Source: an optimization exercise on an open RTL-to-GDS flow (aim: small area, a short achievable clock period and few clock cycles per item). Production flows keep margins and buffers that such runs may drop. Where RTL was checked, it was by simulation tests only, not by an equivalence proof against the original. No functional check of the RTL was part of runs 3 to 6. Power figures rest on the tool's default switching activity, not on a simulated workload.

==> flow/run.sh <==
#!/bin/bash
# Standard layout, with repair_timing asked for extra setup slack against
# the design's own constraints (same SDC, same clock period).
cp standard.sh standard_copy.sh.txt 2>/dev/null
export SETUP_SLACK_MARGIN=8.6
export CTS_ARGS="-sink_clustering_enable -repair_clock_nets -sink_clustering_size 25 -sink_clustering_max_diameter 100 -dont_use_dummy_load -distance_between_buffers 2000 -branching_point_buffers_distance 2000"
bash standard.sh > standard_flow.log 2>&1
==> standard.sh <==
#!/bin/bash
# synth_recipe.tcl (not shown) runs the flow's synth.tcl, then flattens the netlist and writes it again
# the make line also repeats each setting of config.mk as NAME=value (left out here)
make -C /OpenROAD-flow-scripts/flow DESIGN_CONFIG=/design/flow/config.mk WORK_HOME=/design/flow/orfs CLKGATE_MAP_FILE= SYNTH_SCRIPT=/design/flow/synth_recipe.tcl "${@:-finish}"
==> config.mk <==
export PLATFORM = sky130hd
export DESIGN_NAME = ebpc_encoder
export DESIGN_NICKNAME = ebpc_encoder
export VERILOG_FILES = /design/flow/design.v
export SDC_FILE = /design/flow/constraint.sdc
export NUM_CORES = 4
export LEC_CHECK = 0
export CAP_MARGIN = 20
export CORE_MARGIN = 2
export CORE_UTILIZATION = 55
export CTS_CLUSTER_DIAMETER = 100
export CTS_CLUSTER_SIZE = 25
export PLACE_DENSITY = 0.7
export SLEW_MARGIN = 20
==> constraint.sdc <==
create_clock -name core_clock -period 12.0 [get_ports {clk_i}]
set_input_delay 2.4000 -clock core_clock [delete_from_list [all_inputs] [get_ports {clk_i}]]
set_output_delay 2.4000 -clock core_clock [all_outputs]
set_load 0.01 [all_outputs]
==> design.v <==
package ebpc_pkg;
  localparam logic [5-1:0] ALL_ONES = 5'b00000;
  localparam logic [5-1:0] DBXZ_DBPNZ = 5'b00001;
  localparam logic [5-1:0] TWO_ONES_PREFIX = 5'b00010;
  localparam logic [5-1:0] SINGLE_ONE_PREFIX = 5'b00011;
  parameter int unsigned   LOG_MAX_WORDS = 24;
  parameter int unsigned   LOG_MAX_ZRLE_LEN = 4;
  parameter int unsigned   MAX_ZRLE_LEN = 2**LOG_MAX_ZRLE_LEN;
  parameter int unsigned   LOG_DATA_W = 3;  
  parameter int unsigned   DATA_W = 2**LOG_DATA_W;
  parameter int unsigned   BLOCK_SIZE = 8;
  parameter int unsigned   MAX_SYMB_LEN = BLOCK_SIZE > 3+$clog2(DATA_W) ? (BLOCK_SIZE > 5+$clog2(BLOCK_SIZE) ? BLOCK_SIZE : 5+$clog2(BLOCK_SIZE)): (3+$clog2(DATA_W)> 5+$clog2(BLOCK_SIZE)? 3+$clog2(DATA_W) : 5+$clog2(BLOCK_SIZE));
  typedef enum             {
                            TWO,
                            THREE_PLUS_LOGM,
                            FIVE,
                            FIVE_PLUS_LOGN,
                            N
                            } symb_len_t;
  typedef struct packed {
    logic [0:DATA_W] [BLOCK_SIZE-2:0] dbp;
    logic [DATA_W-1:0]                base;
  } dbp_block_t;
  typedef struct packed {
    logic [MAX_SYMB_LEN-1:0] symb;
    symb_len_t            len;
    logic                 zero;
  } encoding_t;
endpackage  
module shift_streamer #(
  parameter int unsigned IW = 8    
) (
  input  logic          clk_i,
  input  logic          rst_ni,
  input  logic          vld_i,
  input  logic [IW-1:0] data_i,    
  input  logic [3:0]    len_i,
  input  logic          end_i,
  output logic          room_o,
  output logic          room_d_o,  
  output logic [7:0]    data_o,
  output logic          last_o,
  output logic          vld_o,
  input  logic          rdy_i
);
  logic [15:0] acc_d, acc_q;
  logic [4:0]  cnt_d, cnt_q;
  logic [1:0]  lb_d, lb_q;       
  logic [7:0]  o_d, o_q;
  logic        ol_d, ol_q, ov_d, ov_q, ovo_q;
  assign room_o   = (cnt_q <= 5'(16 - IW));
  assign room_d_o = (cnt_d <= 5'(16 - IW));
  assign data_o = o_q;
  assign last_o = ol_q;
  assign vld_o  = ovo_q;    
  always_comb begin
    logic [15:0] a;
    logic [4:0]  t, tp;
    logic [1:0]  lbn;
    logic        move, ge8;
    a   = acc_q;
    t   = cnt_q;
    if (vld_i) begin
      a = acc_q | ({data_i, {(16-IW){1'b0}}} >> cnt_q[3:0]);
      t = cnt_q + 5'(len_i);
    end
    tp  = t;
    lbn = lb_q;
    if (vld_i && end_i) begin
      if (t <= 5'd8) begin
        tp  = 5'd8;
        lbn = lb_q | 2'b10;
      end else begin
        tp  = 5'd16;
        lbn = lb_q | 2'b01;
      end
    end
    ge8 = (cnt_q >= 5'd8);
    if (vld_i) begin
      for (int l = 1; l <= IW; l++)
        if (len_i == 4'(l))
          ge8 = (cnt_q >= 5'(8 - l));
      if (end_i)
        ge8 = 1'b1;
    end
    move = ge8 && (!ov_q || rdy_i);
    o_d  = o_q;
    ol_d = ol_q;
    if (move) begin
      acc_d = {a[7:0], 8'd0};
      cnt_d = tp - 5'd8;
      lb_d  = {lbn[0], 1'b0};
      o_d   = a[15:8];
      ol_d  = lbn[1];
      ov_d  = 1'b1;
    end else begin
      acc_d = a;
      cnt_d = tp;
      lb_d  = lbn;
      ov_d  = ov_q && !rdy_i;
    end
  end
  always_ff @(posedge clk_i or negedge rst_ni) begin
    if (~rst_ni) begin
      acc_q <= '0;
      cnt_q <= '0;
      lb_q  <= '0;
      ov_q  <= 1'b0;
    end else begin
      acc_q <= acc_d;
      cnt_q <= cnt_d;
      lb_q  <= lb_d;
      ov_q  <= ov_d;
    end
  end
  always_ff @(posedge clk_i) begin
    ovo_q <= ov_d;
    o_q  <= o_d;
    ol_q <= ol_d;
  end
endmodule
import ebpc_pkg::*;
module dbx_compressor (
  input  logic [BLOCK_SIZE-2:0] dbp_i,
  input  logic [BLOCK_SIZE-2:0] dbx_i,
  output logic [7:0]            symb_o,
  output logic                  short_o     
);
  always_comb begin
    logic single, pair;
    logic [2:0] pos;
    single = 1'b0;
    pair   = 1'b0;
    pos    = '0;
    for (int i = 0; i < 7; i++)
      if (dbx_i == 7'(1 << i)) begin
        single = 1'b1;
        pos    = 3'(6 - i);
      end
    for (int i = 0; i < 6; i++)
      if (dbx_i == 7'(3 << i)) begin
        pair = 1'b1;
        pos  = 3'(5 - i);
      end
    short_o = 1'b0;
    if (&dbx_i) begin
      symb_o  = {ALL_ONES, 3'b000};
      short_o = 1'b1;
    end else if (~|dbp_i) begin
      symb_o  = {DBXZ_DBPNZ, 3'b000};
      short_o = 1'b1;
    end else if (single)
      symb_o = {SINGLE_ONE_PREFIX, pos};
    else if (pair)
      symb_o = {TWO_ONES_PREFIX, pos};
    else
      symb_o = {1'b1, dbx_i};
  end
endmodule
import ebpc_pkg::*;
module dbp_dbx_enc (
  input  logic                                   clk_i,
  input  logic                                   rst_ni,
  input  logic                                   take_i,     
  input  logic                                   nz_i,
  input  logic                                   last_i,
  input  logic [DATA_W-1:0]                      data_i,
  input  logic                                   coder_free_i,
  output logic                                   nz_ok_o,    
  output logic                                   full_d_o,
  input  logic                                   coder_free_d_i,
  output logic                                   nz_ok_d_o,  
  output logic                                   xfer_o,     
  output logic                                   tag_o,      
  output logic                                   open_o,     
  output logic                                   res_nz_o,   
  output logic                                   res_last_o, 
  output logic [0:BLOCK_SIZE-1][DATA_W-1:0]      words_o
);
  logic [0:BLOCK_SIZE-1][DATA_W-1:0] slot_q;
  logic [3:0]                        n_q, n_d, n_base;
  logic                              sealed_q, sealed_d;
  assign nz_ok_o   = (sealed_q || n_q == 4'd8) ? coder_free_i : 1'b1;
  assign full_d_o  = sealed_d || n_d == 4'd8;
  assign nz_ok_d_o = full_d_o ? coder_free_d_i : 1'b1;
  assign xfer_o     = coder_free_i && (sealed_q || n_q == 4'd8);
  assign tag_o      = sealed_q || (take_i && last_i && !nz_i);
  assign open_o     = !tag_o && !(take_i && nz_i);
  assign res_nz_o   = take_i && nz_i;
  assign res_last_o = take_i && last_i && !nz_i && n_q == 4'd0;
  always_comb
    for (int k = 0; k < BLOCK_SIZE; k++)
      words_o[k] = (4'(k) < n_q) ? slot_q[k] : '0;
  always_comb begin
    n_base   = xfer_o ? 4'd0 : n_q;
    n_d      = n_base;
    sealed_d = xfer_o ? 1'b0 : sealed_q;
    if (take_i && nz_i)
      n_d = n_base + 4'd1;
    if (take_i && last_i && (nz_i || n_base != 4'd0))
      sealed_d = 1'b1;
  end
  always_ff @(posedge clk_i or negedge rst_ni) begin
    if (~rst_ni) begin
      n_q      <= '0;
      sealed_q <= 1'b0;
    end else begin
      n_q      <= n_d;
      sealed_q <= sealed_d;
    end
  end
  always_ff @(posedge clk_i)
    for (int k = 0; k < BLOCK_SIZE; k++)
      if (take_i && nz_i && n_base == 4'(k))
        slot_q[k] <= data_i;
endmodule
import ebpc_pkg::*;
module seq_coder (
  input  logic                            clk_i,
  input  logic                            rst_ni,
  input  logic                            xfer_i,
  input  logic                            tag_i,
  input  logic                            open_i,
  input  logic                            res_nz_i,
  input  logic                            res_last_i,
  input  logic [DATA_W-1:0]               base_i,
  input  logic [0:BLOCK_SIZE-1][DATA_W-1:0] words_i,
  input  logic                            room_i,     
  output logic                            free_o,     
  output logic                            busy_d_o,
  output logic                            vld_o,
  output logic [7:0]                      code_o,
  output logic [3:0]                      len_o,
  output logic                            end_o
);
  logic [0:BLOCK_SIZE-1][DATA_W-1:0] e_d, e_q;     
  logic [1:BLOCK_SIZE-1]           b_d, b_q, b_n;  
  logic [BLOCK_SIZE-2:0]           p_n, p_0;       
  logic [BLOCK_SIZE-2:0]           q_q, q_d;       
  logic [BLOCK_SIZE-2:0]           p, x;
  logic [3:0]                      s_d, s_q;       
  logic [3:0]                      zr_d, zr_q;     
  logic                            xz_d, xz_q;     
  logic                            sl_d, sl_q;     
  logic                            xz2_d, xz2_q;   
  logic [1:BLOCK_SIZE-1]           z8;
  logic                            busy_d, busy_q, tag_d, tag_q, open_d, open_q;
  logic [7:0]                      symb;
  logic                            symb_short;
  assign free_o   = !busy_q && room_i;
  assign busy_d_o = busy_d;
  always_comb
    for (int k = 1; k < BLOCK_SIZE; k++) begin
      p[BLOCK_SIZE-1-k]   = e_q[k][0] ^ e_q[k-1][0] ^ b_q[k];
      b_n[k]              = (!e_q[k][0] && e_q[k-1][0]) || (!(e_q[k][0] ^ e_q[k-1][0]) && b_q[k]);
      p_n[BLOCK_SIZE-1-k] = e_q[k][1] ^ e_q[k-1][1] ^ b_n[k];
      p_0[BLOCK_SIZE-1-k] = words_i[k][0] ^ words_i[k-1][0];
      z8[k] = (e_q[k][1] == e_q[k-1][1]) || (b_n[k] == e_q[k-1][1]);
    end
  assign x = p ^ q_q;
  dbx_compressor compressor_i (
    .dbp_i  (p),
    .dbx_i  (x),
    .symb_o (symb),
    .short_o(symb_short)
  );
  always_comb begin
    logic adv, lastz, fin;
    logic [3:0] zeros;
    adv    = 1'b0;
    lastz  = 1'b0;
    fin    = 1'b0;
    busy_d = busy_q;
    tag_d  = tag_q;
    open_d = open_q;
    if (open_q && res_nz_i)
      open_d = 1'b0;
    if (open_q && res_last_i) begin
      open_d = 1'b0;
      tag_d  = 1'b1;
    end
    s_d    = s_q;
    zr_d   = zr_q;
    e_d    = e_q;
    b_d    = b_q;
    q_d    = q_q;
    vld_o  = 1'b0;
    code_o = '0;
    len_o  = '0;
    end_o  = 1'b0;
    zeros  = zr_q;
    xz_d   = xz_q;
    xz2_d  = xz2_q;
    sl_d   = sl_q;
    if (xfer_i) begin
      vld_o  = 1'b1;
      code_o = base_i;
      len_o  = 4'd8;
      busy_d = 1'b1;
      tag_d  = tag_i;
      open_d = open_i;
      s_d    = '0;
      zr_d   = '0;
      e_d    = words_i;
      b_d    = '0;
      q_d    = '0;
      sl_d   = 1'b0;
      xz_d   = (p_0 == '0);
      xz2_d  = 1'b0;
    end else if (busy_q) begin
      lastz = (s_q == 4'(DATA_W-1)) && xz_q && xz2_q;
      fin   = sl_q || lastz;
      if (xz_q && !fin) begin
        adv  = 1'b1;
        zr_d = zr_q + 4'd1;
      end else if (room_i && !(fin && open_q)) begin
        vld_o = 1'b1;
        if (xz_q || zr_q != '0) begin
          if (xz_q)
            zeros = zr_q + (lastz ? 4'd2 : 4'd1);
          if (zeros == 4'd1) begin
            code_o = 8'b01000000;
            len_o  = 4'd2;
          end else begin
            code_o = {3'b001, 3'(zeros - 4'd2), 2'b00};
            len_o  = 4'd6;
          end
          zr_d = '0;
        end else begin
          code_o = symb;
          len_o  = symb_short ? 4'd5 : 4'd8;
        end
        if (xz_q || zr_q == '0) begin
          if (fin) begin
            busy_d = 1'b0;
            end_o  = tag_q;
          end else
            adv = 1'b1;
        end
      end
      if (adv) begin
        s_d  = s_q + 4'd1;
        sl_d = (s_q == 4'(DATA_W-1));
        q_d  = p;
        xz_d  = (p_n == p);
        xz2_d = &z8;    
        b_d  = b_n;
        for (int k = 0; k < BLOCK_SIZE; k++)
          e_d[k] = {e_q[k][DATA_W-1], e_q[k][DATA_W-1:1]};
      end
    end
  end
  always_ff @(posedge clk_i or negedge rst_ni) begin
    if (~rst_ni) begin
      busy_q <= 1'b0;
      open_q <= 1'b0;
    end else begin
      busy_q <= busy_d;
      open_q <= open_d;
    end
  end
  always_ff @(posedge clk_i) begin
    tag_q <= tag_d;
    xz_q  <= xz_d;
    xz2_q <= xz2_d;
    sl_q  <= sl_d;
    s_q   <= s_d;
    zr_q  <= zr_d;
    e_q   <= e_d;
    b_q   <= b_d;
    q_q   <= q_d;
  end
endmodule
module zrle (
  input  logic       clk_i,
  input  logic       rst_ni,
  input  logic       vld_i,       
  input  logic       nz_i,        
  input  logic       last_i,      
  output logic [5:0] code_o,      
  output logic [3:0] len_o
);
  logic [3:0] zc_d, zc_q;
  always_comb begin
    zc_d   = zc_q;
    code_o = '0;
    len_o  = '0;
    if (nz_i) begin
      zc_d = '0;
      if (zc_q != '0) begin
        code_o = {1'b0, zc_q - 4'd1, 1'b1};
        len_o  = 4'd6;
      end else begin
        code_o = 6'b100000;
        len_o  = 4'd1;
      end
    end else if (zc_q == 4'd15 || last_i) begin
      zc_d   = '0;
      code_o = {1'b0, zc_q, 1'b0};
      len_o  = 4'd5;
    end else begin
      zc_d = zc_q + 4'd1;
    end
  end
  always_ff @(posedge clk_i or negedge rst_ni) begin
    if (~rst_ni) zc_q <= '0;
    else if (vld_i) zc_q <= zc_d;
  end
endmodule
module done_gen (
  input  logic clk_i,
  input  logic rst_ni,
  input  logic znz_fin_i,
  input  logic bpc_fin_i,
  output logic blk_done_o
);
  logic signed [3:0] diff_d, diff_q;
  logic              done_d, done_q;
  assign blk_done_o = done_q;
  always_comb begin
    diff_d = diff_q;
    done_d = 1'b0;
    if (znz_fin_i && bpc_fin_i) begin
      done_d = 1'b1;
    end else if (znz_fin_i) begin
      done_d = (diff_q < 0);
      diff_d = diff_q + 4'sd1;
    end else if (bpc_fin_i) begin
      done_d = (diff_q > 0);
      diff_d = diff_q - 4'sd1;
    end
  end
  always_ff @(posedge clk_i or negedge rst_ni) begin
    if (~rst_ni) begin
      diff_q <= '0;
      done_q <= 1'b0;
    end else begin
      diff_q <= diff_d;
      done_q <= done_d;
    end
  end
endmodule
import ebpc_pkg::*;
module ebpc_encoder
  (
   input logic               clk_i,
   input logic               rst_ni,
   input logic [DATA_W-1:0]  data_i,
   input logic               last_i,
   input logic               vld_i,
   output logic              rdy_o,
   output logic              idle_o,
   output logic [DATA_W-1:0] znz_data_o,
   output logic              znz_last_o,
   output logic              znz_vld_o,
   input logic               znz_rdy_i,
   output logic [DATA_W-1:0] bpc_data_o,
   output logic              bpc_last_o,
   output logic              bpc_vld_o,
   input logic               bpc_rdy_i,
   output logic              blk_done_o
   );
  logic              iv_q;
  logic [DATA_W-1:0] id_q;
  logic              il_q, inz_q;
  logic              take;
  logic              znz_room, nz_ok;
  logic [5:0]        znz_code;
  logic [3:0]        znz_len;
  logic              coder_free, xfer, xfer_tag;
  logic [0:BLOCK_SIZE-1][DATA_W-1:0] words;
  logic              bpc_room, code_vld, code_end;
  logic [7:0]        code;
  logic [3:0]        code_len;
  logic              xfer_open, res_nz, res_last;
  logic              full_d, coder_busy_d;
  logic              cv_q, ce_q, code_free;
  logic [7:0]        cd_q;
  logic [3:0]        cl_q;
  assign idle_o = 1'b0;
  logic              ok_q, ok_d, iv_d, inz_d;
  logic              znz_room_d, nz_ok_d, coder_free_d, bpc_room_d, cv_d;
  logic              accept;
  logic              rdy_q;    
  assign take   = iv_q && ok_q;
  assign rdy_o  = rdy_q;
  assign accept = vld_i && (!iv_q || ok_q);
  assign iv_d         = accept || (iv_q && !take);
  assign inz_d        = accept ? |data_i : inz_q;
  assign cv_d         = code_free ? code_vld : cv_q;
  assign coder_free_d = !coder_busy_d && (!cv_d || bpc_room_d);
  assign ok_d         = znz_room_d && (!inz_d || nz_ok_d);
  always_ff @(posedge clk_i or negedge rst_ni) begin
    if (~rst_ni)
      iv_q <= 1'b0;
    else
      iv_q <= iv_d;
  end
  always_ff @(posedge clk_i) begin
    ok_q  <= ok_d;
    rdy_q <= !iv_d || ok_d;
    if (accept) begin
      id_q  <= data_i;
      il_q  <= last_i;
      inz_q <= |data_i;
    end
  end
  zrle zrle_i (
    .clk_i (clk_i),
    .rst_ni(rst_ni),
    .vld_i (take),
    .nz_i  (inz_q),
    .last_i(il_q),
    .code_o(znz_code),
    .len_o (znz_len)
  );
  shift_streamer #(.IW(6)) znz_pack_i (
    .clk_i (clk_i),
    .rst_ni(rst_ni),
    .vld_i (take),
    .data_i(znz_code),
    .len_i (znz_len),
    .end_i (il_q),
    .room_o(znz_room),
    .room_d_o(znz_room_d),
    .data_o(znz_data_o),
    .last_o(znz_last_o),
    .vld_o (znz_vld_o),
    .rdy_i (znz_rdy_i)
  );
  dbp_dbx_enc collect_i (
    .clk_i       (clk_i),
    .rst_ni      (rst_ni),
    .take_i      (take),
    .nz_i        (inz_q),
    .last_i      (il_q),
    .data_i      (id_q),
    .coder_free_i(coder_free),
    .nz_ok_o     (nz_ok),
    .full_d_o    (full_d),
    .coder_free_d_i(coder_free_d),
    .nz_ok_d_o   (nz_ok_d),
    .xfer_o      (xfer),
    .tag_o       (xfer_tag),
    .open_o      (xfer_open),
    .res_nz_o    (res_nz),
    .res_last_o  (res_last),
    .words_o     (words)
  );
  seq_coder coder_i (
    .clk_i  (clk_i),
    .rst_ni (rst_ni),
    .xfer_i (xfer),
    .tag_i  (xfer_tag),
    .open_i (xfer_open),
    .res_nz_i  (res_nz),
    .res_last_i(res_last),
    .base_i (words[0]),
    .words_i(words),
    .room_i (code_free),
    .free_o (coder_free),
    .busy_d_o(coder_busy_d),
    .vld_o  (code_vld),
    .code_o (code),
    .len_o  (code_len),
    .end_o  (code_end)
  );
  assign code_free = !cv_q || bpc_room;
  always_ff @(posedge clk_i or negedge rst_ni) begin
    if (~rst_ni)
      cv_q <= 1'b0;
    else if (code_free)
      cv_q <= code_vld;
  end
  always_ff @(posedge clk_i) begin
    if (code_free) begin
      cd_q <= code;
      cl_q <= code_len;
      ce_q <= code_end;
    end
  end
  shift_streamer #(.IW(8)) bpc_pack_i (
    .clk_i (clk_i),
    .rst_ni(rst_ni),
    .vld_i (cv_q && bpc_room),
    .data_i(cd_q),
    .len_i (cl_q),
    .end_i (ce_q),
    .room_o(bpc_room),
    .room_d_o(bpc_room_d),
    .data_o(bpc_data_o),
    .last_o(bpc_last_o),
    .vld_o (bpc_vld_o),
    .rdy_i (bpc_rdy_i)
  );
  done_gen done_gen_i (
    .clk_i     (clk_i),
    .rst_ni    (rst_ni),
    .znz_fin_i (znz_vld_o && znz_rdy_i && znz_last_o),
    .bpc_fin_i (bpc_vld_o && bpc_rdy_i && bpc_last_o),
    .blk_done_o(blk_done_o)
  );
endmodule  
==> results.json, run 1 <==
{
  "cts_sinks": 265,
  "cts_tree": "done",
  "hold_depth": 2,
  "synthFlopType": "edfxtp_1",
  "synth_seq_cells": 265,
  "fin_crit_ns": 3.48,
  "peakVddDrop_mv": 0.171,
  "cp.required_ns": 9.60,
  "drt_iter0_drc": 683,
  "worst-path-stages": 1,
  "seq_power_share_pct": 39.6,
  "setup_violations": 0,
  "clkLatencyLatePin_ns": 0.51,
  "powerDensity_mw_per_mm2": 298,
  "finalCritPeriodShare_pct": 29.0,
  "rsz0062_at_grt": "yes",
  "synth_nets": 1248,
  "internal_power_w": 0.00241,
  "grt-ovfl-total": 0,
  "yosys_warnings": 8,
  "seqCellArea_mm2": 0.00734,
  "grt_pass1_vias": 8285,
  "yosysSeqAreaShare_pct": 56.5,
  "nNetsFinal": 1254,
  "hold_violations": 0,
  "gp_congestion": 0.850,
  "clk_pin_slew_ns": 0.10,
  "cp.arrival_ns": 1.08,
  "ys_async_sr_fraction_pct": 24.9,
  "avgSynthCellArea_um2": 10.8,
  "io_pins": 37,
  "finalWirelength_mm": 26.5,
  "multiInputGateArea_mm2": 0.00548,
  "reg2regPathDepth": 8,
  "swShare_pct": 42.6,
  "vias": 8857,
  "synthesis.instances": 1201,
  "slowest_stage": "edfxtp_1",
  "drc": 0,
  "synth.most_common_cell": "nand2_1",
  "die_x_um": 158,
  "dr.pass1.iters": 5,
  "hp-class": "reg -> reg",
  "rows": 56,
  "worst_slew_pin_slew_ns": 1.01,
  "synth.largest_area_cell": "edfxtp_1",
  "clockRootBuffer": "clkbuf_16",
  "worstPathCellList": "buf_2",
  "wl_per_cell_um": 17.4,
  "cp-end-kind": "output pin",
  "cts_buffer_depth": 3,
  "status": "no timing/DRC/antenna violations",
  "finalMaxSlewViolations": 0,
  "max_cap_violations": 0,
  "htree_levels": 1,
  "pwr-share-comb_pct": 48.8,
  "n_antenna_cell": 0,
  "max_freq_ghz": 0.288,
  "track_usage_pct": 21.7,
  "dieHeight_um": 158,
  "netlist-cell-type-count": 86,
  "antenna_found_initial": 0,
  "crit_path_start_kind": "flop",
  "crit_type": "reg -> out",
  "crit_fanout": 2,
  "drive_gt1_share_pct": 11.5,
  "synth_top_area_share_pct": 39.3,
  "finClkSkew_ns": 0.0558,
  "dpl.hpwl_mm": 17.3,
  "port_buffers": 35,
  "holdBufCountCts": 0,
  "fin_ws_ns": 8.52,
  "p_clk_share_pct": 11.6,
  "n_fill_cell": 1932,
  "grt_pass1_wl_mm": 43.1,
  "power_w": 0.00420,
  "crit_family": "flip-flops",
  "ys_top_cells_by_count": "181 x nand2_1, 170 x edfxtp_1, 104 x o21ai_0",
  "max_slew_margin_pct": 32.1,
  "coreArea_mm2": 0.0233,
  "die-area_mm2": 0.0248,
  "cts_made_buffers": 14,
  "slowest_delay_ns": 0.41,
  "dp_slack_ns": 7.30,
  "synth_edf_count": 170,
  "initial_core_util_pct": 55.6,
  "ant_nets": 0,
  "tns_ns": 0,
  "leakage_nw": 5.41,
  "syn_area_mm2": 0.0130,
  "switchingPower_w": 0.00179,
  "grt_max_degree": 78,
  "path_buf_inv": 1,
  "via_per_inst": 5.81,
  "syn2layout_area_growth_pct": 8.56,
  "synth_area_leaders": "edfxtp_1 39%, dfrtp_1 13%, nand2_1 5.2%, dfxtp_1 4.5%, o21ai_0 4.0%"
}
-- cell families after synthesis --
group | after synthesis | synth area share, %
xor+xnor | 50 | 3.58
compound gates | 298 | 15.0
flops | 265 | 56.5
simple gates | 422 | 15.2
mux | 29 | 2.54
fa+ha+maj | 33 | 3.82
buf+inv | 103 | 3.37
other cells | 1 | 0.0289
-- tightest hold or removal path: stages, from the launching register on --
cell	delay, ns
dfxtp_1	0.34
nand3_1	0.07
nand2_1	0.05
-- area by class of cell --
type                            instances  share of cell area [%]
Timing Repair Buffer                   52                    2.66
Inverter                               37                    1.00
Sequential cell                       265                    52.1
Tap cell                              319                    2.83
Multi-Input combinational cell        837                    38.9
Clock buffer                           14                    2.49
-- power by group through the flow --
stage | combinational (W) | sequential, W | clock, W
finish | 0.00205 | 0.00166 | 0.000485
global route | 0.00231 | 0.00171 | 0.000524
CTS | 0.00203 | 0.00166 | 0.000496
detailed placement | 0.00200 | 0.00168 | 0
global placement | 0.00196 | 0.00167 | 0
floorplan | 0.00163 | 0.00157 | 0
-- final timing paths --
kind	from	endpoint	slack (ns)
setup / recovery	znz_pack_i.ol_q	znz_last_o	8.52
hold / removal	coder_i.s_q[1]	coder_i.s_q[1]	0.48
setup reg to reg	coder_i.e_q[8]	cd_q[4]	8.80
hold reg to reg	coder_i.s_q[1]	coder_i.s_q[1]	0.48
max in group asynchronous	rst_ni	bpc_pack_i.cnt_q[3]	9.29
min in group asynchronous	rst_ni	bpc_pack_i.acc_q[8]	2.09
-- registers in the layout, summed over array words and instances (netlist names), 2 cells and up --
signal,flops
bpc_pack_i.acc_q,16
bpc_pack_i.cnt_q,5
bpc_pack_i.lb_q,2
bpc_pack_i.o_q,8
cd_q,8
cl_q,4
coder_i.b_q,7
coder_i.e_q,64
coder_i.q_q,7
coder_i.s_q,4
coder_i.zr_q,4
collect_i.n_q,4
collect_i.slot_q,64
done_gen_i.diff_q,4
id_q,8
znz_pack_i.acc_q,16
znz_pack_i.cnt_q,5
znz_pack_i.lb_q,2
znz_pack_i.o_q,8
zrle_i.zc_q,4
-- cells in the final DEF (no fill, tap or decap), types with 17 or more instances in the layout --
cell	Yosys	routed
o21ai_0	104	103
inv_1	34	31
dfxtp_1	29	27
nor3_1	17	17
dfrtp_1	66	62
xnor2_1	34	33
edfxtp_1	170	170
ha_1	22	19
buf_2	16	22
a21oi_1	57	55
nand2_1	181	179
nor2_1	85	85
a21o_1	18	18
nand3_1	40	39
-- stage by stage --
step                      hold slack (ns)  cells  util [%]  area (um^2)
after detailed placement            0.470   1495      58.1        13600
after global routing                0.505   1524      60.4        14100
after CTS                           0.486   1519      60.0        14000
final                               0.483   1524      60.4        14100
after floorplan                     0.436   1201         -        13100
after global placement              0.459   1495      58.1        13600
-- metal layers --
metal | track usage, % | vias to the layer above | share of wire [%]
met3 | 1.97 | 20 | 2.8
li1 | - | 4352 | -
met5 | 0 | - | 0
met4 | 3.94 | 0 | 1.3
met2 | 35.7 | 130 | 47
met1 | 32.2 | 4355 | 49
-- repair_timing --
| action | 4_1_cts | 5_1_grt |
|---|---|---|
| setup buffers | 6 | 5 |
| resized for setup | 112 | 18 |
| cloned | 4 | 0 |
| endpoints found under the setup margin | 157 | 71 |
| pin swaps | 2 | 7 |
Testbench counts, summed over its fixed seeds: cycles 28,903, words 28,155.
==> run 2: changes to the inputs <==
==> flow/run.sh (replaced) <==
#!/bin/bash
# Standard layout, with repair_timing asked for extra setup slack against
# the design's own constraints (same SDC, same clock period).
cp standard.sh standard_copy.sh.txt 2>/dev/null
export SETUP_SLACK_MARGIN=8.6
export CTS_ARGS="-sink_clustering_enable -repair_clock_nets -sink_clustering_size 25 -sink_clustering_max_diameter 100 -dont_use_dummy_load -sink_clustering_levels 1"
bash standard.sh > standard_flow.log 2>&1
==> results.json, run 2 <==
{
  "setup_violations": 0,
  "wl_per_cell_um": 17.4,
  "cts_buffer_depth": 3,
  "crit_type": "reg -> out",
  "fin_area_mm2": 0.0141,
  "worst_slew_pin_slew_ns": 1.01,
  "initial_core_util_pct": 55.6,
  "port_buffers": 35,
  "grt_pass1_wl_mm": 43.1,
  "dieHeight_um": 158,
  "cts_made_buffers": 14,
  "syn2layout_area_growth_pct": 8.56,
  "slowest_stage": "edfxtp_1",
  "leakage_nw": 5.41,
  "cp.required_ns": 9.60,
  "synthFlopType": "edfxtp_1",
  "synth.largest_area_cell": "edfxtp_1",
  "clk_pin_slew_ns": 0.10,
  "clockRootBuffer": "clkbuf_16",
  "hold_violations": 0,
  "gp_congestion": 0.850,
  "finClkSkew_ns": 0.0558,
  "yosys_warnings": 8,
  "placed_cell_area_mm2": 0.0136,
  "powerDensity_mw_per_mm2": 298,
  "ys_async_sr_fraction_pct": 24.9,
  "rows": 56,
  "status": "no timing/DRC/antenna violations",
  "synth_nets": 1248,
  "dp_slack_ns": 7.30,
  "yosysSeqAreaShare_pct": 56.5,
  "fin_ws_ns": 8.52,
  "slowest_delay_ns": 0.41,
  "max_slew_margin_pct": 32.1,
  "synthesis.instances": 1201,
  "tns_ns": 0,
  "vias": 8857,
  "cts_tree": "done",
  "dr.pass1.iters": 5,
  "crit_family": "flip-flops",
  "finalWirelength_mm": 26.5,
  "drc": 0,
  "synth_top_area_share_pct": 39.3,
  "io_pins": 37,
  "hp-class": "reg -> reg",
  "coreArea_mm2": 0.0233,
  "synth_area_leaders": "edfxtp_1 39%, dfrtp_1 13%, nand2_1 5.2%, dfxtp_1 4.5%, o21ai_0 4.0%",
  "die-area_mm2": 0.0248,
  "finalCritPeriodShare_pct": 29.0,
  "htree_levels": 1,
  "final_common_cell": "nand2_1",
  "worstPathCellList": "buf_2",
  "fin_crit_ns": 3.48,
  "n_antenna_cell": 0,
  "crit_path_start_kind": "flop",
  "dpl.hpwl_mm": 17.3,
  "drive_gt1_share_pct": 11.5,
  "via_per_inst": 5.81,
  "netlist-cell-type-count": 86,
  "cp-end-kind": "output pin",
  "path_buf_inv": 1,
  "drt_iter0_drc": 683,
  "grt_pass1_vias": 8285,
  "synth_edf_count": 170,
  "mostFrequentLayoutCells": "179 x nand2_1, 170 x edfxtp_1, 103 x o21ai_0",
  "cp.arrival_ns": 1.08,
  "die_x_um": 158,
  "biggestRegsByFlops": "coder_i.e_q: 64 flops, collect_i.slot_q: 64 flops",
  "peakVddDrop_mv": 0.171,
  "nNetsFinal": 1254,
  "ys_top_cells_by_count": "181 x nand2_1, 170 x edfxtp_1, 104 x o21ai_0",
  "max_cap_violations": 0,
  "grt_max_degree": 78,
  "track_usage_pct": 21.7,
  "max_freq_ghz": 0.288,
  "synth_seq_cells": 265,
  "antenna_found_initial": 0,
  "finalMaxSlewViolations": 0,
  "synth.most_common_cell": "nand2_1",
  "crit_fanout": 2,
  "grt-ovfl-total": 0,
  "rsz0062_at_grt": "yes",
  "syn_area_mm2": 0.0130,
  "clkLatencyLatePin_ns": 0.51,
  "cts_sinks": 265,
  "avgSynthCellArea_um2": 10.8,
  "ant_nets": 0
}
-- run 2: logic make-up after synthesis --
family,Yosys count,share of synthesized area (%)
and+or+nand+nor,422,15.2
AOI/OAI and AO/OA,298,15.0
DFF,265,56.5
buffers and inverters,103,3.37
xor gates and xnor gates,50,3.58
adders and majority gates,33,3.82
muxes,29,2.54
other,1,0.0289
-- run 2: through the flow --
step / utilization, % / cells / hold slack, ns / power [W]
final: 60.4 / 1524 / 0.483 / 0.00420
after global routing: 60.4 / 1524 / 0.505 / 0.00455
after CTS: 60.0 / 1519 / 0.486 / 0.00419
after detailed placement: 58.1 / 1495 / 0.470 / 0.00368
after global placement: 58.1 / 1495 / 0.459 / 0.00363
after floorplan: - / 1201 / 0.436 / 0.00321
-- run 2: report_power, final --
part           switching [W]  internal [W]  total [W]  leakage, nW
sequential          0.000267       0.00140    0.00166         2.69
clock               0.000275      0.000210   0.000485        0.173
combinational        0.00125      0.000806    0.00205         2.55
-- run 2: path summary, 6_finish.rpt --
check / start / end / slack, ns / cells after the start
max: znz_pack_i.ol_q / znz_last_o / 8.52 / 1
min: coder_i.s_q[1] / coder_i.s_q[1] / 0.48 / 2
max reg2reg: coder_i.e_q[8] / cd_q[4] / 8.80 / 8
min reg2reg: coder_i.s_q[1] / coder_i.s_q[1] / 0.48 / 2
max in group asynchronous: rst_ni / bpc_pack_i.cnt_q[3] / 9.29 / 2
min in group asynchronous: rst_ni / bpc_pack_i.acc_q[8] / 2.09 / 2
-- run 2: cell type report --
cell class | instances | area, um^2
tap | 319 | 399
multi-input combinational | 837 | 5480
timing repair buffer | 52 | 375
fill | 1932 | 9250
inverter | 37 | 141
sequential | 265 | 7340
clock buffer | 14 | 350
-- run 2: what timing repair did --
| item | in CTS | in global routing |
|---|---|---|
| endpoints found under the setup margin | 157 | 71 |
| pin swaps | 2 | 7 |
| gates cloned | 4 | 0 |
| hold buffers | 0 | 0 |
| gates resized for setup | 112 | 18 |
| buffers inserted | 6 | 5 |
-- run 2: metal layers --
layer	share of wire (%)	global-route usage [%]
met1	49	32.2
met2	47	35.7
met3	2.8	1.97
met4	1.3	3.94
met5	0	0
==> run 3: changes to the inputs <==
--- a/design.v
+++ b/design.v
@@ -476,7 +476,8 @@
   logic              full_d, coder_busy_d;
   logic              cv_q, ce_q, code_free;
   logic [7:0]        cd_q;
-  logic [3:0]        cl_q;
+  logic [1:0]        cl_q;     
+  logic [3:0]        cl_len;
   assign idle_o = 1'b0;
   logic              ok_q, ok_d, iv_d, inz_d;
   logic              znz_room_d, nz_ok_d, coder_free_d, bpc_room_d, cv_d;
@@ -565,6 +566,13 @@
     .len_o  (code_len),
     .end_o  (code_end)
   );
+  always_comb
+    case (cl_q)
+      2'd1:    cl_len = 4'd5;
+      2'd2:    cl_len = 4'd6;
+      2'd3:    cl_len = 4'd2;
+      default: cl_len = 4'd8;
+    endcase
   assign code_free = !cv_q || bpc_room;
   always_ff @(posedge clk_i or negedge rst_ni) begin
     if (~rst_ni)
@@ -575,7 +583,12 @@
   always_ff @(posedge clk_i) begin
     if (code_free) begin
       cd_q <= code;
-      cl_q <= code_len;
+      case (code_len)
+        4'd5:    cl_q <= 2'd1;
+        4'd6:    cl_q <= 2'd2;
+        4'd2:    cl_q <= 2'd3;
+        default: cl_q <= 2'd0;
+      endcase
       ce_q <= code_end;
     end
   end
@@ -584,7 +597,7 @@
     .rst_ni(rst_ni),
     .vld_i (cv_q && bpc_room),
     .data_i(cd_q),
-    .len_i (cl_q),
+    .len_i (cl_len),
     .end_i (ce_q),
     .room_o(bpc_room),
     .room_d_o(bpc_room_d),
==> flow/run.sh (replaced) <==
#!/bin/bash
# Standard layout, with repair_timing asked for extra setup slack against
# the design's own constraints (same SDC, same clock period).
cp standard.sh standard_copy.sh.txt 2>/dev/null
export SETUP_SLACK_MARGIN=8.6
bash standard.sh > standard_flow.log 2>&1
==> results.json, run 3 <==
{
  "grt-ovfl-total": 0,
  "die-area_mm2": 0.0251,
  "power_w": 0.00447,
  "drc": 0,
  "antenna_found_initial": 0,
  "powerDensity_mw_per_mm2": 310,
  "ant_nets": 0,
  "final_common_cell": "nand2_1",
  "avgSynthCellArea_um2": 10.4,
  "crit_fanout": 2,
  "switchingPower_w": 0.00195,
  "drive_gt1_share_pct": 11.6,
  "slowest_delay_ns": 0.40,
  "finClkSkew_ns": 0.0128,
  "gp_congestion": 0.852,
  "swShare_pct": 43.5,
  "worstPathCellList": "buf_2",
  "clkLatencyLatePin_ns": 0.50,
  "dpl.hpwl_mm": 17.9,
  "grt_max_degree": 67,
  "yosys_warnings": 8,
  "biggestRegsByFlops": "coder_i.e_q: 64 flops, collect_i.slot_q: 64 flops",
  "max_cap_violations": 0,
  "ys_async_sr_fraction_pct": 25.1,
  "p_clk_share_pct": 11.5,
  "mostFrequentLayoutCells": "188 x nand2_1, 168 x edfxtp_1, 113 x nor2_1",
  "leakage_nw": 5.67,
  "fin_area_mm2": 0.0144,
  "hp-class": "reg -> reg",
  "setup_violations": 0,
  "synthFlopType": "edfxtp_1",
  "crit_type": "reg -> out",
  "cts_tree": "done",
  "max_freq_ghz": 0.290,
  "n_antenna_cell": 0,
  "cp.arrival_ns": 1.05,
  "synth.most_common_cell": "nand2_1",
  "synth_nets": 1309,
  "peakVddDrop_mv": 0.144,
  "crit_path_start_kind": "flop",
  "seq_power_share_pct": 38.1,
  "tns_ns": 0,
  "synth.largest_area_cell": "edfxtp_1",
  "vias": 9343,
  "grt_pass1_wl_mm": 45.1,
  "die_x_um": 158,
  "placed_cell_area_mm2": 0.0137,
  "synth_area_leaders": "edfxtp_1 39%, dfrtp_1 13%, nand2_1 5.4%, dfxtp_1 4.4%, nor2_1 3.3%",
  "initial_core_util_pct": 56.0,
  "pwr-share-comb_pct": 50.5,
  "cp.required_ns": 9.60,
  "clk_pin_slew_ns": 0.10,
  "slowest_stage": "edfxtp_1",
  "yosysSeqAreaShare_pct": 55.6,
  "synth_seq_cells": 263,
  "rows": 56,
  "finalCritPeriodShare_pct": 28.7,
  "finalMaxSlewViolations": 0,
  "fin_crit_ns": 3.45,
  "cts_sinks": 263,
  "dr.pass1.iters": 5,
  "syn_area_mm2": 0.0131,
  "synth_edf_count": 168,
  "io_pins": 37,
  "cts_made_buffers": 14,
  "drt_iter0_drc": 717,
  "crit_family": "flip-flops",
  "internal_power_w": 0.00253,
  "dieHeight_um": 158,
  "netlist-cell-type-count": 77,
  "nNetsFinal": 1327,
  "grt_pass1_vias": 8720,
  "wl_per_cell_um": 17.2,
  "syn2layout_area_growth_pct": 10.1,
  "finalWirelength_mm": 27.6,
  "status": "no timing/DRC/antenna violations",
  "holdBufCountCts": 0,
  "worst_slew_pin_slew_ns": 0.898,
  "coreArea_mm2": 0.0234,
  "fin_ws_ns": 8.55,
  "path_buf_inv": 1,
  "max_slew_margin_pct": 40.2,
  "cp-end-kind": "output pin",
  "track_usage_pct": 22.4,
  "port_buffers": 35,
  "dp.cells": 1549,
  "fin_cells": 1600,
  "htree_levels": 1,
  "hold_violations": 0,
  "synthesis.instances": 1255,
  "clockRootBuffer": "clkbuf_16",
  "dp_slack_ns": 6.88,
  "synth_top_area_share_pct": 38.5,
  "ys_top_cells_by_count": "190 x nand2_1, 168 x edfxtp_1, 115 x nor2_1",
  "rsz0062_at_grt": "yes",
  "via_per_inst": 5.84,
  "cts_buffer_depth": 3
}
-- run 3: area by class of cell --
cell class	instances	area, um^2
Fill cell	1954	8980
Sequential cell	263	7290
Multi-Input combinational cell	881	5610
Timing Repair Buffer	70	541
Tap cell	319	399
Clock buffer	21	380
Inverter	42	161
Clock inverter	3	31.3
Timing Repair inverter	1	5.00
-- run 3: power groups by stage --
stage                     registers (W)  logic (W)  clock network [W]
final                           0.00170    0.00226           0.000513
after global routing            0.00175    0.00253           0.000558
after CTS                       0.00170    0.00220           0.000530
after detailed placement        0.00172    0.00217                  0
after global placement          0.00171    0.00212                  0
after floorplan                 0.00159    0.00173                  0
-- run 3: metrics by stage --
step | hold WS [ns] | util, %
floorplan | 0.449 | -
global placement | 0.462 | 58.5
detailed placement | 0.472 | 58.5
CTS | 0.485 | 60.8
global route | 0.518 | 61.6
finish | 0.483 | 61.6
-- run 3: layer usage --
metal	global-route usage [%]	routed length (um)	part of all wire, %
met1	33.4	13200	48
met2	36.1	13000	47
met3	2.42	1050	3.8
met4	4.42	315	1.1
met5	0	0	0
-- run 3: cell families (layout without fill, tap and decap cells) --
group / count (synthesis) / count (layout) / share of synthesized area [%]
AO/OA/AOI/OAI: 311 / 311 / 15.2
XOR/XNOR: 48 / 48 / 3.38
adder cells (fa/ha/maj): 40 / 40 / 4.45
buffers and inverters: 111 / 137 / 3.31
flip-flops: 263 / 263 / 55.6
multiplexers: 27 / 27 / 2.29
other: 1 / 1 / 0.0286
AND/OR/NAND/NOR: 454 / 454 / 15.8
-- run 3: path summary, 6_finish.rpt --
path                                 start                   to  slack (ns)  depth (start not counted)
max                        znz_pack_i.ol_q           znz_last_o        8.55                          1
min                         coder_i.b_q[4]       coder_i.b_q[4]        0.48                          2
max reg2reg                 zrle_i.zc_q[0]                rdy_q        8.71                         13
min reg2reg                 coder_i.b_q[4]       coder_i.b_q[4]        0.48                          2
max in group asynchronous           rst_ni  bpc_pack_i.cnt_q[3]        9.24                          2
min in group asynchronous           rst_ni  bpc_pack_i.acc_q[9]        2.08                          2
-- run 3: timing repair --
item | CTS | global route
resized for setup | 116 | 32
endpoints found under the setup margin | 89 | 46
buffers inserted | 18 | 8
pin swaps | 5 | 9
gates cloned | 1 | 0
==> run 4: changes to the inputs <==
==> flow/run.sh (replaced) <==
#!/bin/bash
# Standard layout, with repair_timing asked for extra setup slack against
# the design's own constraints (same SDC, same clock period).
cp standard.sh standard_copy.sh.txt 2>/dev/null
export SETUP_SLACK_MARGIN=8.45
bash standard.sh > standard_flow.log 2>&1
==> results.json, run 4 <==
{
  "leakage_nw": 5.63,
  "slowest_delay_ns": 0.38,
  "slowest_stage": "edfxtp_1",
  "synth.most_common_cell": "nand2_1",
  "hold_violations": 0,
  "vias": 9187,
  "max_cap_violations": 0,
  "yosysSeqAreaShare_pct": 55.6,
  "n_fill_cell": 1943,
  "synthFlopType": "edfxtp_1",
  "ant_nets": 0,
  "crit_fanout": 1,
  "gp_congestion": 0.863,
  "cp.required_ns": 9.60,
  "grt_max_degree": 67,
  "synth.largest_area_cell": "edfxtp_1",
  "synth_edf_count": 168,
  "finalWirelength_mm": 27.0,
  "grt-ovfl-total": 0,
  "clockRootBuffer": "clkbuf_16",
  "rows": 56,
  "powerDensity_mw_per_mm2": 310,
  "grt_pass1_wl_mm": 44.2,
  "max_slew_margin_pct": 41.2,
  "status": "no timing/DRC/antenna violations",
  "ys_top_cells_by_count": "190 x nand2_1, 168 x edfxtp_1, 115 x nor2_1",
  "switchingPower_w": 0.00191,
  "peakVddDrop_mv": 0.148,
  "synth_nets": 1309,
  "via_per_inst": 5.76,
  "rrSetupSlack_ns": 8.60,
  "rsz0062_at_grt": "yes",
  "worstPathCellList": "clkdlybuf4s15_1",
  "biggestRegsByFlops": "coder_i.e_q: 64 flops, collect_i.slot_q: 64 flops",
  "clk_pin_slew_ns": 0.10,
  "cp.arrival_ns": 1.11,
  "drc": 0,
  "netlist-cell-type-count": 77,
  "cts_buffer_depth": 3,
  "finClkSkew_ns": 0.0204,
  "syn2layout_area_growth_pct": 9.66,
  "worst_slew_pin_slew_ns": 0.883,
  "crit_family": "flip-flops",
  "dpl.hpwl_mm": 17.9,
  "hp-class": "reg -> reg",
  "seq_power_share_pct": 38.1,
  "n_antenna_cell": 0,
  "mostFrequentLayoutCells": "189 x nand2_1, 168 x edfxtp_1, 113 x nor2_1",
  "synthesis.instances": 1255,
  "htree_levels": 1,
  "clkLatencyLatePin_ns": 0.49,
  "cts_sinks": 263,
  "io_pins": 37,
  "antenna_found_initial": 0,
  "synth_seq_cells": 263,
  "tns_ns": 0,
  "die_x_um": 158,
  "cp-end-kind": "output pin",
  "drt_iter0_drc": 735,
  "drive_gt1_share_pct": 9.01,
  "crit_path_start_kind": "flop",
  "port_buffers": 35,
  "cts_tree": "done",
  "yosys_warnings": 8,
  "avgSynthCellArea_um2": 10.4,
  "fin_cells": 1595,
  "cts_made_buffers": 14,
  "track_usage_pct": 21.9,
  "max_freq_ghz": 0.285,
  "initial_core_util_pct": 56.0,
  "fin_crit_ns": 3.51,
  "final_common_cell": "nand2_1",
  "internal_power_w": 0.00254,
  "pwr-share-comb_pct": 49.8,
  "syn_area_mm2": 0.0131,
  "wl_per_cell_um": 16.9,
  "dr.pass1.iters": 5,
  "ys_async_sr_fraction_pct": 25.1,
  "die-area_mm2": 0.0251,
  "finalMaxSlewViolations": 0,
  "coreArea_mm2": 0.0234,
  "finalCritPeriodShare_pct": 29.3,
  "path_buf_inv": 1,
  "dieHeight_um": 158,
  "setup_violations": 0,
  "synth_top_area_share_pct": 38.5,
  "p_clk_share_pct": 12.1,
  "dp.cells": 1549,
  "crit_type": "reg -> out",
  "swShare_pct": 43.0,
  "nNetsFinal": 1322,
  "synth_area_leaders": "edfxtp_1 39%, dfrtp_1 13%, nand2_1 5.4%, dfxtp_1 4.4%, nor2_1 3.3%",
  "grt_pass1_vias": 8584
}
==> run 4: cell counts after synthesis <==
Identical to the previous run, type by type.
==> run 4: final timing paths <==
path                       cells after the start              start              endpoint
min in group asynchronous                      2             rst_ni  bpc_pack_i.acc_q[11]
max reg2reg                                   13     zrle_i.zc_q[0]                 rdy_q
max in group asynchronous                      2             rst_ni   bpc_pack_i.cnt_q[3]
min reg2reg                                    2     coder_i.s_q[1]        coder_i.s_q[1]
max                                            1  znz_pack_i.o_q[2]         znz_data_o[2]
min                                            2     coder_i.s_q[1]        coder_i.s_q[1]
==> run 4: through the flow <==
step / hold slack [ns] / total power [W] / setup WS (ns) / cell area [um^2] / utilization (%)
global route: 0.510 / 0.00482 / 8.41 / 14400 / 61.4
finish: 0.485 / 0.00445 / 8.49 / 14400 / 61.4
CTS: 0.483 / 0.00444 / 8.45 / 14300 / 61.0
detailed placement: 0.469 / 0.00387 / 6.92 / 13700 / 58.4
floorplan: 0.449 / 0.00332 / 8.46 / 13100 / -
global placement: 0.462 / 0.00381 / 6.97 / 13700 / 58.4
==> run 4: cell type report <==
| cell class | count | area (um^2) | area share (%) |
|---|---|---|---|
| Inverter | 42 | 161 | 1.12 |
| Tap cell | 319 | 399 | 2.78 |
| Timing Repair inverter | 1 | 5.00 | 0.0348 |
| Sequential cell | 263 | 7290 | 50.8 |
| Clock buffer | 22 | 402 | 2.80 |
| Clock inverter | 2 | 38.8 | 0.270 |
| Timing Repair Buffer | 65 | 534 | 3.72 |
| Multi-Input combinational cell | 881 | 5530 | 38.5 |
==> run 4: what timing repair did <==
item,CTS,global route
gates resized for setup,64,30
setup endpoints to repair,60,48
pin swaps,1,5
buffers inserted,12,9
hold buffers,0,0
gates cloned,1,0
==> run 4: cell families (layout without fill, tap and decap cells) <==
group / count (synthesis) / in the layout / share of synthesized area, %
AND/OR/NAND/NOR: 454 / 454 / 15.8
AO/OA/AOI/OAI: 311 / 311 / 15.2
flip-flops: 263 / 263 / 55.6
buffers and inverters: 111 / 132 / 3.31
XOR/XNOR: 48 / 48 / 3.38
adder cells (fa/ha/maj): 40 / 40 / 4.45
multiplexers: 27 / 27 / 2.29
other: 1 / 1 / 0.0286
==> run 4: power by group through the flow <==
stage | sequential [W] | clock (W) | combinational (W)
floorplan | 0.00159 | 0 | 0.00172
global placement | 0.00170 | 0 | 0.00211
finish | 0.00170 | 0.000538 | 0.00222
CTS | 0.00169 | 0.000552 | 0.00219
global route | 0.00174 | 0.000582 | 0.00249
detailed placement | 0.00171 | 0 | 0.00215
==> run 4: metal layers <==
layer | global-route usage, % | up-vias | wire [um]
li1 | - | 4538 | -
met1 | 32.5 | 4436 | 12800
met2 | 35.2 | 188 | 12900
met3 | 2.69 | 25 | 1120
met4 | 3.90 | 0 | 261
met5 | 0 | - | 0
==> run 5: changes to the inputs <==
==> flow/run.sh (replaced) <==
#!/bin/bash
# Standard layout, with repair_timing asked for extra setup slack against
# the design's own constraints (same SDC, same clock period).
cp standard.sh standard_copy.sh.txt 2>/dev/null
export SETUP_SLACK_MARGIN=8.6
export CTS_ARGS="-sink_clustering_enable -repair_clock_nets -sink_clustering_size 25 -sink_clustering_max_diameter 100 -dont_use_dummy_load -distance_between_buffers 2000 -branching_point_buffers_distance 2000"
bash standard.sh > standard_flow.log 2>&1
==> results.json, run 5 <==
{
  "fin_area_mm2": 0.0144,
  "worstReg2RegStart": "zrle_i.zc_q[1]",
  "cts_made_buffers": 14,
  "syn2layout_area_growth_pct": 9.76,
  "dpl.hpwl_mm": 17.9,
  "antenna_found_initial": 0,
  "final_common_cell": "nand2_1",
  "coreArea_mm2": 0.0234,
  "multiInputGateArea_mm2": 0.00563,
  "synth_top_area_share_pct": 38.5,
  "max_cap_violations": 0,
  "status": "no timing/DRC/antenna violations",
  "finalCritPeriodShare_pct": 28.4,
  "avgSynthCellArea_um2": 10.4,
  "io_pins": 37,
  "synthesis.instances": 1255,
  "switchingPower_w": 0.00193,
  "rows": 56,
  "worst-path-stages": 1,
  "slowest_delay_ns": 0.40,
  "crit_path_start_kind": "flop",
  "synth_edf_count": 168,
  "grt-ovfl-total": 0,
  "fin_ws_ns": 8.59,
  "die_x_um": 158,
  "placed_cell_area_mm2": 0.0137,
  "rsz0062_at_grt": "yes",
  "vias": 9318,
  "dp_slack_ns": 6.88,
  "finalMaxSlewViolations": 0,
  "seq_power_share_pct": 38.3,
  "gp_congestion": 0.852,
  "cts_sinks": 263,
  "syn_area_mm2": 0.0131,
  "leakage_nw": 5.63,
  "seqCellArea_mm2": 0.00730,
  "cp-end-kind": "output pin",
  "dr.pass1.iters": 4,
  "grt_pass1_wl_mm": 45.0,
  "reg2reg_to": "rdy_q",
  "yosys_warnings": 8,
  "initial_core_util_pct": 56.0,
  "path_buf_inv": 1,
  "slowest_stage": "edfxtp_1",
  "rrSetupSlack_ns": 8.70,
  "port_buffers": 35,
  "fin_crit_ns": 3.41,
  "internal_power_w": 0.00251,
  "track_usage_pct": 22.3,
  "powerDensity_mw_per_mm2": 309,
  "cp.arrival_ns": 1.01,
  "cp.required_ns": 9.60,
  "netlist-cell-type-count": 77,
  "hp-class": "reg -> reg",
  "die-area_mm2": 0.0251,
  "nNetsFinal": 1326,
  "crit_type": "reg -> out",
  "wl_per_cell_um": 17.3,
  "drt_iter0_drc": 730,
  "swShare_pct": 43.5,
  "worstPathCellList": "buf_2",
  "tns_ns": 0,
  "drive_gt1_share_pct": 11.5,
  "pwr-share-comb_pct": 50.8,
  "synth_area_leaders": "edfxtp_1 39%, dfrtp_1 13%, nand2_1 5.4%, dfxtp_1 4.4%, nor2_1 3.3%",
  "clkLatencyLatePin_ns": 0.50,
  "finalWirelength_mm": 27.6,
  "synth.largest_area_cell": "edfxtp_1",
  "ys_top_cells_by_count": "190 x nand2_1, 168 x edfxtp_1, 115 x nor2_1",
  "crit_path_end": "znz_last_o",
  "reg2regPathDepth": 13,
  "synth_seq_cells": 263,
  "hold_violations": 0,
  "dieHeight_um": 158,
  "grt_pass1_vias": 8695,
  "mostFrequentLayoutCells": "188 x nand2_1, 168 x edfxtp_1, 113 x nor2_1",
  "clockRootBuffer": "clkbuf_16",
  "ys_async_sr_fraction_pct": 25.1,
  "cts_buffer_depth": 3,
  "crit_start": "znz_pack_i.ol_q",
  "cts_tree": "done",
  "ant_nets": 0,
  "clk_pin_slew_ns": 0.09,
  "crit_family": "flip-flops",
  "finClkSkew_ns": 0.0526,
  "max_slew_margin_pct": 39.6,
  "htree_levels": 1,
  "max_freq_ghz": 0.293,
  "dp.cells": 1549,
  "biggestRegsByFlops": "coder_i.e_q: 64 flops, collect_i.slot_q: 64 flops",
  "p_clk_share_pct": 10.8,
  "fin_cells": 1589,
  "crit_fanout": 2,
  "peakVddDrop_mv": 0.145,
  "drc": 0,
  "n_fill_cell": 1955,
  "yosysSeqAreaShare_pct": 55.6,
  "worst_slew_pin_slew_ns": 0.906,
  "holdBufCountCts": 0,
  "hold_ws_ns": 0.482,
  "synth.most_common_cell": "nand2_1",
  "setup_violations": 0,
  "synth_nets": 1309,
  "n_antenna_cell": 0,
  "grt_max_degree": 67,
  "synthFlopType": "edfxtp_1",
  "via_per_inst": 5.86
}
[run 5: power groups by stage]
stage / Sequential (W) / Clock [W] / Combinational, W
floorplan: 0.00159 / 0 / 0.00173
global placement: 0.00171 / 0 / 0.00212
detailed placement: 0.00172 / 0 / 0.00217
CTS: 0.00170 / 0.000496 / 0.00221
global route: 0.00175 / 0.000523 / 0.00253
finish: 0.00170 / 0.000481 / 0.00226
[run 5: timing repair]
action,CTS,global route
pin swaps,7,9
buffers inserted,19,6
gates resized for setup,120,35
setup endpoints to repair,100,39
cloned,1,0
[run 5: final cells by class]
class                      count  share of cell area [%]
sequential                   263                    50.8
multi-input combinational    881                    39.2
timing repair buffer          69                    3.67
tap                          319                    2.78
clock buffer                  14                    2.44
inverter                      42                    1.14
timing repair inverter         1                  0.0348
[run 5: per-layer routing]
metal	up-vias	global-route usage, %	part of all wire (%)	routed length [um]
li1	4528	-	-	-
met1	4558	33.5	48	13100
met2	211	36.2	47	13100
met3	21	2.04	4.0	1110
met4	0	4.08	1.0	286
met5	-	0	0	0
[run 5: how the worst min path moves through the flow]
stage,cells past startpoint,end,slack [ns],from
6_report,2,coder_i.s_q[1],0.48,coder_i.s_q[1]
5_1_grt,2,znz_pack_i.acc_q[5],0.52,znz_pack_i.acc_q[5]
4_1_cts,2,coder_i.s_q[1],0.48,coder_i.s_q[1]
3_5_place_dp,2,coder_i.s_q[1],0.47,coder_i.s_q[1]
3_3_place_gp,2,coder_i.s_q[1],0.46,coder_i.s_q[1]
2_1_floorplan,2,bpc_pack_i.acc_q[0],0.45,bpc_pack_i.acc_q[0]
[run 5: metrics by stage]
stage	total power, W	util (%)
after floorplan	0.00333	-
after global placement	0.00383	58.5
after detailed placement	0.00389	58.5
after CTS	0.00440	60.7
after global routing	0.00480	61.4
final	0.00445	61.4
[run 5: kinds of logic after synthesis]
family,Yosys count,synth area share (%)
compound gates,311,15.2
xor+xnor,48,3.38
fa+ha+maj,40,4.45
buf+inv,111,3.31
flops,263,55.6
mux,27,2.29
other cells,1,0.0286
simple gates,454,15.8
==> run 6: changes to the inputs <==
==> flow/run.sh (replaced) <==
#!/bin/bash
# Standard layout, with repair_timing asked for extra setup slack against
# the design's own constraints (same SDC, same clock period).
cp standard.sh standard_copy.sh.txt 2>/dev/null
export SETUP_SLACK_MARGIN=8.6
export CTS_ARGS="-sink_clustering_enable -repair_clock_nets -sink_clustering_size 25 -sink_clustering_max_diameter 100 -dont_use_dummy_load"
bash standard.sh > standard_flow.log 2>&1
--- a/config.mk
+++ b/config.mk
@@ -5,6 +5,7 @@
 export SDC_FILE = /design/flow/constraint.sdc
 export NUM_CORES = 4
 export LEC_CHECK = 0
+export ABC_AREA = 1
 export CAP_MARGIN = 20
 export CORE_MARGIN = 2
 export CORE_UTILIZATION = 55
==> results.json, run 6 <==
{
  "wl_per_cell_um": 15.1,
  "crit_family": "flip-flops",
  "finalWirelength_mm": 25.5,
  "rsz0062_at_grt": "yes",
  "ys_async_sr_fraction_pct": 25.1,
  "crit_type": "reg -> out",
  "dp_slack_ns": 7.75,
  "clockRootBuffer": "clkbuf_16",
  "coreArea_mm2": 0.0233,
  "drc": 0,
  "n_fill_cell": 1949,
  "synth.largest_area_cell": "edfxtp_1",
  "via_per_inst": 5.32,
  "final_common_cell": "nand2_1",
  "synthFlopType": "edfxtp_1",
  "synthesis.instances": 1343,
  "cp-end-kind": "output pin",
  "cts_made_buffers": 14,
  "biggestRegsByFlops": "coder_i.e_q: 64 flops, collect_i.slot_q: 64 flops",
  "dr.pass1.iters": 6,
  "avgSynthCellArea_um2": 9.67,
  "max_cap_violations": 0,
  "ant_nets": 0,
  "n_antenna_cell": 0,
  "grt_pass1_vias": 8469,
  "rows": 56,
  "yosysSeqAreaShare_pct": 56.1,
  "grt_pass1_wl_mm": 42.3,
  "synth_seq_cells": 263,
  "initial_core_util_pct": 55.6,
  "max_freq_ghz": 0.288,
  "leakage_nw": 5.87,
  "synth_top_area_share_pct": 38.9,
  "dpl.hpwl_mm": 17.6,
  "status": "no timing/DRC/antenna violations",
  "cp.arrival_ns": 1.08,
  "finClkSkew_ns": 0.0305,
  "hp-class": "reg -> reg",
  "path_buf_inv": 1,
  "antenna_found_initial": 0,
  "slowest_stage": "edfxtp_1",
  "yosys_warnings": 8,
  "max_slew_margin_pct": 43.2,
  "holdBufCountCts": 0,
  "crit_path_start_kind": "flop",
  "cts_sinks": 263,
  "synth_edf_count": 168,
  "peakVddDrop_mv": 0.160,
  "worstPathCellList": "buf_2",
  "gp_congestion": 0.852,
  "syn_area_mm2": 0.0130,
  "cp.required_ns": 9.60,
  "nNetsFinal": 1422,
  "tns_ns": 0,
  "die-area_mm2": 0.0248,
  "finalCritPeriodShare_pct": 29.0,
  "port_buffers": 35,
  "track_usage_pct": 21.3,
  "ys_top_cells_by_count": "327 x nand2_1, 168 x edfxtp_1, 116 x inv_1",
  "mostFrequentLayoutCells": "324 x nand2_1, 168 x edfxtp_1, 114 x inv_1",
  "crit_fanout": 2,
  "drt_iter0_drc": 675,
  "synth_area_leaders": "edfxtp_1 39%, dfrtp_1 13%, nand2_1 9.5%, dfxtp_1 4.5%, o21ai_0 3.9%",
  "drive_gt1_share_pct": 11.0,
  "synth_nets": 1397,
  "clkLatencyLatePin_ns": 0.49,
  "hold_violations": 0,
  "slowest_delay_ns": 0.44,
  "syn2layout_area_growth_pct": 7.91,
  "io_pins": 37,
  "powerDensity_mw_per_mm2": 307,
  "worst_slew_pin_slew_ns": 0.852,
  "fin_crit_ns": 3.48,
  "grt-ovfl-total": 0,
  "setup_violations": 0,
  "vias": 8966,
  "clk_pin_slew_ns": 0.09,
  "die_x_um": 158,
  "cts_buffer_depth": 3,
  "dieHeight_um": 158,
  "grt_max_degree": 83,
  "synth.most_common_cell": "nand2_1",
  "netlist-cell-type-count": 68,
  "htree_levels": 1,
  "finalMaxSlewViolations": 0,
  "fin_ws_ns": 8.52,
  "cts_tree": "done"
}
run 6: layer usage:
metal  up-vias  GRT usage (%)  wire length, um
met5         -              0                0
met4         0           4.33              345
met3        25           2.24              980
met2       171           33.9            12100
met1      4243           32.0            12100
li1       4527              -                -
run 6: report_power, final:
part	internal, W	switching [W]	leakage [nW]
Combinational	0.000763	0.00142	3.01
Sequential	0.00141	0.000230	2.69
Clock	0.000210	0.000269	0.173
run 6: cells by family after synthesis:
family | Yosys count | share of synthesized area, %
other | 1 | 0.0289
adder cells (fa/ha/maj) | 40 | 4.49
XOR/XNOR | 51 | 3.79
flip-flops | 263 | 56.1
multiplexers | 5 | 0.395
AND/OR/NAND/NOR | 580 | 19.6
buffers and inverters | 179 | 5.70
AO/OA/AOI/OAI | 224 | 9.96
run 6: layout make-up:
type	instances	area, um^2	area share, %
clock buffer	14	350	2.50
multi-input combinational	902	5100	36.4
tap	319	399	2.85
inverter	139	538	3.84
sequential	263	7280	52.0
timing repair buffer	48	338	2.41
run 6: path summary, 6_finish.rpt:
check	from	to	slack, ns	cells past startpoint
worst max register to register	bpc_pack_i.cnt_q[3]	rdy_q	8.90	18
max in group asynchronous	rst_ni	bpc_pack_i.cnt_q[0]	9.30	2
worst max-delay path	bpc_pack_i.ol_q	bpc_last_o	8.52	1
worst min register to register	coder_i.s_q[2]	coder_i.s_q[2]	0.47	1
worst min-delay path	coder_i.s_q[2]	coder_i.s_q[2]	0.47	1
min in group asynchronous	rst_ni	bpc_pack_i.acc_q[15]	2.10	2
run 6: what timing repair did:
| item | 4_1_cts | 5_1_grt |
|---|---|---|
| setup buffers | 4 | 2 |
| resized for setup | 101 | 19 |
| cloned | 1 | 0 |
| pin swaps | 1 | 3 |
| setup endpoints to repair | 155 | 40 |
run 6: stage by stage:
step | area, um^2 | power, W | utilization [%] | hold slack [ns] | std cells
final | 14000 | 0.00430 | 60.0 | 0.474 | 1685
after global routing | 14000 | 0.00470 | 60.0 | 0.487 | 1685
after CTS | 13900 | 0.00432 | 59.7 | 0.477 | 1683
after detailed placement | 13600 | 0.00384 | 58.3 | 0.463 | 1664
after global placement | 13600 | 0.00378 | 58.3 | 0.456 | 1664
after floorplan | 13000 | 0.00331 | - | 0.434 | 1343

## re-timing with driven ports
In the flow no input, the clock included, has a driving cell. The finished layouts below were timed again as built, in two steps. Step 1 assumes that a clkbuf_16 drives the clock port and a buf_2 every other input. Step 2 also shifts input and output timing later by t, the mid clock arrival at the registers, as if the neighbouring blocks saw the same clock. Slacks: ideal / step 1 / step 2; pairs: ideal / step 1.
| run | shift t [ns] | slack for setup (ns) | worst setup path at the end | worst data-port slew with drivers (ns) |
|---|---|---|---|---|
| run 1 | 0.534 | 8.525 / 8.477 / 8.170 | input to register | 0.03 |
| run 2 | 0.534 | 8.525 / 8.477 / 8.170 | input to register | 0.03 |
| run 3 | 0.542 | 8.554 / 8.507 / 8.144 | input to register | 0.04 |
| run 4 | 0.525 | 8.489 / 8.443 / 7.993 | input to register | 0.04 |
| run 5 | 0.524 | 8.591 / 8.545 / 8.157 | input to register | 0.04 |
| run 6 | 0.525 | 8.525 / 8.475 / 8.164 | input to register | 0.05 |
After both steps setup and hold are still met in every run listed. For run 4, which loses most, drivers alone change the setup slack by -0.046 ns; drivers and shift together by -0.496 ns.
